This is an optimization exercise on Yosys and OpenROAD, whose aim is small area, a short achievable clock period and few clock cycles, not a production implementation.
The RTL was checked by simulation tests, not by an equivalence proof against the original design.
Power is estimated from default activity; no workload was simulated.

## flow/design.v (module list and top-level ports; edited modules follow where they fit)
// module spatial_encoder_ping_pong: 404 lines
// module csa_fa_row: 7 lines
// module csa_ha_row: 7 lines
// module digit_adder: 16 lines
// module csa_digit_0: 23 lines
// module csa_digit_1: 23 lines
// module csa_digit_2: 25 lines
// module csa_digit_3: 25 lines
// module csa_digit_4: 25 lines
// module csa_digit_5: 25 lines
// module csa_digit_6: 25 lines
// module csa_digit_7: 25 lines
// module csa_digit_8: 21 lines
module spatial_encoder_ping_pong
(
	input Clk_CI, Reset_RI,
	input ValidIn_SI, ReadyIn_SI,
	output ReadyOut_SO, ValidOut_SO,
	input [2-1:0] ModeIn_SI,
	input [5-1:0] LabelIn_DI,
	input [6*64-1:0] ChannelsIn_DI,
	output [2-1:0] ModeOut_SO,
	output [5-1:0] LabelOut_DO,
	output [0:1000-1] HypervectorOut_DO
);
  // ...
==> flow/flow/run.sh <==
#!/bin/bash
# Own flow: the standard layout (standard.sh) with two changes:
#  - in the global routing step, ORFS's antenna repair (jumpers, then diodes)
#    is replaced by a diode-only repair with a 25% ratio margin, followed by a
#    slew/capacitance repair (flow/grt_diodes.tcl, the step's
#    POST_GLOBAL_ROUTE_TCL hook, which also rewrites the route guides);
#  - after ORFS's post-route antenna repair, up to three more repair rounds run
#    if violations remain (flow/drt_antennas.tcl, POST_DETAIL_ROUTE_TCL).
# make's and the tools' full output goes to standard.log; ORFS also keeps each
# step's log under orfs/logs/.
set -euo pipefail
export POST_GLOBAL_ROUTE_TCL="$PWD/flow/grt_diodes.tcl"
export POST_DETAIL_ROUTE_TCL="$PWD/flow/drt_antennas.tcl"
bash standard.sh SKIP_ANTENNA_REPAIR=1 POST_GLOBAL_ROUTE_TCL="$PWD/flow/grt_diodes.tcl" POST_DETAIL_ROUTE_TCL="$PWD/flow/drt_antennas.tcl" finish > standard.log 2>&1
==> flow/flow/drt_antennas.tcl <==
# Sourced by ORFS's detail_route.tcl as POST_DETAIL_ROUTE_TCL (run.sh sets it),
# after ORFS's own post-route antenna repair. If antenna violations remain,
# up to three more rounds of diode repair (20% ratio margin) and detailed
# routing, with the step's own detailed_route arguments.
set hdc_rounds 0
while { [check_antennas] && $hdc_rounds < 3 } {
  puts "Extra antenna repair round [expr {$hdc_rounds + 1}]..."
  repair_antennas -ratio_margin 20
  detailed_route {*}$::all_args
  incr hdc_rounds
}
==> flow/flow/grt_diodes.tcl <==
puts "Repair antennas (diodes only, 25% margin)..."
repair_antennas -diode_only -ratio_margin 25 -iterations 5
estimate_parasitics -global_routing
repair_design_helper
global_route -start_incremental
detailed_placement
global_route -end_incremental
check_placement -verbose
estimate_parasitics -global_routing
report_check_types -max_slew -max_capacitance -violators
write_guides $::env(RESULTS_DIR)/route.guide
==> flow/standard.sh <==
#!/bin/bash
# synth_recipe.tcl (not shown) runs the flow's synth.tcl, then flattens the netlist and writes it again
# the make line also repeats each setting of config.mk as NAME=value (left out here)
make -C /OpenROAD-flow-scripts/flow DESIGN_CONFIG=/design/flow/config.mk WORK_HOME=/design/flow/orfs CLKGATE_MAP_FILE= SYNTH_SCRIPT=/design/flow/synth_recipe.tcl "${@:-finish}"
==> flow/config.mk <==
export PLATFORM = sky130hd
export DESIGN_NAME = spatial_encoder_ping_pong
export DESIGN_NICKNAME = spatial_encoder_ping_pong
export VERILOG_FILES = /design/flow/design.v
export SDC_FILE = /design/flow/constraint.sdc
export NUM_CORES = 8
export LEC_CHECK = 0
export CAP_MARGIN = 30
export CELL_PAD_IN_SITES_DETAIL_PLACEMENT = 1
export CORE_MARGIN = 2
export CORE_UTILIZATION = 26
export PLACE_DENSITY = 0.42
export SETUP_SLACK_MARGIN = 4.5
export SLEW_MARGIN = 30
export SYNTH_HIERARCHICAL = 1
==> flow/constraint.sdc <==
create_clock -name core_clock -period 10.0 [get_ports {Clk_CI}]
set_input_delay 2.0000 -clock core_clock [delete_from_list [all_inputs] [get_ports {Clk_CI}]]
set_output_delay 2.0000 -clock core_clock [all_outputs]
set_load 0.01 [all_outputs]
==> results.cfg, run 1 <==
[sta]
grt_repair_worst_endpoint = HvTail_DP[347]$_DFFE_PP_/D
worst-ep-kind = sequential cell input

[global_route]
antenna_found_initial = 3961

[place]
io_buffers = 1403
placed_cell_area_um2 = 784600
dpl.cell_count = 92562
dp.final_hpwl_um = 7329000
place_ws_ns = 3.835
gp_congestion = 1.221

[floorplanning]
rows = 594
initial_utilization_pct = 26.06
io_pins = 1404
dieHeight_um = 1623

[clock_tree]
ctsResizeCount = 226
clock_path_buffers = 6
cts.htree.levels = 7
root_buffer = clkbuf_16
cts_hold_buf = 0
clkSinkCount = 8432
numCtsBuffers = 1250

[synthesis]
yosysWarnings = 7
synth-edff-count = 2021
yosys-top-cells-count = 12,435 x fa_1, 9,166 x inv_1, 9,003 x ha_1
synth_fa_ha_area_share_pct = 53.07
syn_area_per_cell_um2 = 13.01
seq_area_frac_synth_pct = 27.74
ys_types = 39
async_reset_ff_share_pct = 0
synthSimpleGateAreaFrac_pct = 5.139
synthXorXnorAreaFrac_pct = 3.858
synth_compound_area_share_pct = 4.609
yosysTopAreaCell = fa_1
netlist_area_um2 = 681300
synthMuxAreaShare_pct = 0.1998
synth_top_area_share_pct = 36.54

[status]
outcome = aborted with a tool error
haltStage = global routing
stop_error = [ERROR EST-0104] inconsistent parasitics state
Testbench counts, summed over its fixed seeds: cycles 1,472.
==> run 2, diff against run 1 <==
--- a/flow/flow/grt_diodes.tcl
+++ b/flow/flow/grt_diodes.tcl
@@ -1,6 +1,8 @@
 puts "Repair antennas (diodes only, 25% margin)..."
 repair_antennas -diode_only -ratio_margin 25 -iterations 5
-estimate_parasitics -global_routing
+# (parasitics from placement here: the global-route estimate is not usable
+# right after the antenna repair)
+estimate_parasitics -placement
 repair_design_helper
 global_route -start_incremental
 detailed_placement
==> results.cfg, run 2 <==
[synthesis]
synth_ff_type = dfxtp_1
async_reset_ff_share_pct = 0
yosysTopAreaCell = fa_1
synth-edff-count = 2021
syn_area_per_cell_um2 = 13.01
synth_top_area_share_pct = 36.54
yosysWarnings = 7
seq_area_frac_synth_pct = 27.74
synth_nets = 74206
yosys-top-cells-count = 12,435 x fa_1, 9,166 x inv_1, 9,003 x ha_1
ys_types = 39
yosys-top-cells-area = fa_1 37%, dfxtp_1 19%, ha_1 17%, edfxtp_1 8.9%, inv_1 5.0%
ys_seq_elements = 8432
yosysMostFrequentCell = fa_1
netlist_area_um2 = 681300
synthCells = 52373

[floorplanning]
initial_utilization_pct = 26.06
fp.dieW_um = 1623
rows = 594
dieHeight_um = 1623
io_pins = 1404

[global_route]
grt_pass1_wl_um = 9988000
grt_max_degree = 157
antenna_found_initial = 3961
grtUsageTotal_pct = 65.08
grt_pass1_vias = 530962
grt_overflow = 0

[sta]
grt_repair_worst_endpoint = HvTail_DP[347]$_DFFE_PP_/D
worst-ep-kind = sequential cell input

[place]
dpl.cell_count = 92562
place_ws_ns = 3.835
io_buffers = 1403
gp_congestion = 1.221
dp.final_hpwl_um = 7329000

[status]
haltStage = detailed routing
outcome = aborted with a tool error
stop_error = Error: detail_route.tcl, 8 Global routing failed, run `make gui_grt` and load /design/flow/orfs/reports/sky130hd/spatial_encoder_ping_pong/base/congestion.rpt  in DRC ...

[clock_tree]
post_cts_buffers = 76
clock_path_buffers = 6
numCtsBuffers = 1250
root_buffer = clkbuf_16
cts_hold_buf = 0
clkSinkCount = 8432
cts.htree.levels = 7
ctsResizeCount = 226
[run 2: modules after synthesis, one instance, submodules excluded, a selection]
| module | cells | copies in the design |
|---|---|---|
| csa_digit_2 | 18 | 104 |
| csa_digit_8 | 27 | 3 |
| csa_digit_0 | 11 | 4 |
| spatial_encoder_ping_pong | 14964 | 1 |
| csa_digit_4 | 18 | 279 |
| csa_digit_3 | 16 | 216 |
| csa_digit_5 | 21 | 219 |
| csa_digit_7 | 24 | 32 |
[run 2: kinds of logic after synthesis]
group	share of synthesized area, %
AO/OA/AOI/OAI	4.609
flip-flops	27.74
XOR/XNOR	3.858
AND/OR/NAND/NOR	5.139
buffers and inverters	5.378
adder cells (fa/ha/maj)	53.07
multiplexers	0.1998
[run 2: power by group through the flow]
stage	clock [W]	combinational, W	sequential [W]
detailed placement	0	1.15	0.107
floorplan	0	0.666	0.0752
CTS	0.0490	1.16	0.105
global placement	0	1.15	0.116
[run 2: how the worst max path moves through the flow]
stage / from / to / slack (ns)
global placement: Block5_DP[229] / HvTail_DP[514] / 3.47
CTS: Block7_DP[41] / HvTail_DP[978] / 4.42
floorplan: ReadyIn_SI / HvHead_DP[0] / -7.31
detailed placement: Block6_DP[63] / HvTail_DP[978] / 3.83
[run 2: per-stage QoR]
step | total power [W] | hold WS (ns) | area (um2)
after floorplan | 0.7411 | 0.4003 | 681300
after detailed placement | 1.256 | 0.4052 | 784600
after CTS | 1.315 | 0.3711 | 828300
after global placement | 1.263 | 0.4004 | 775000
[run 2: routing by layer]
layer and global-route usage [%]:
met2 76.06, met1 66.17, met5 32.50, met4 66.81
met3 52.30
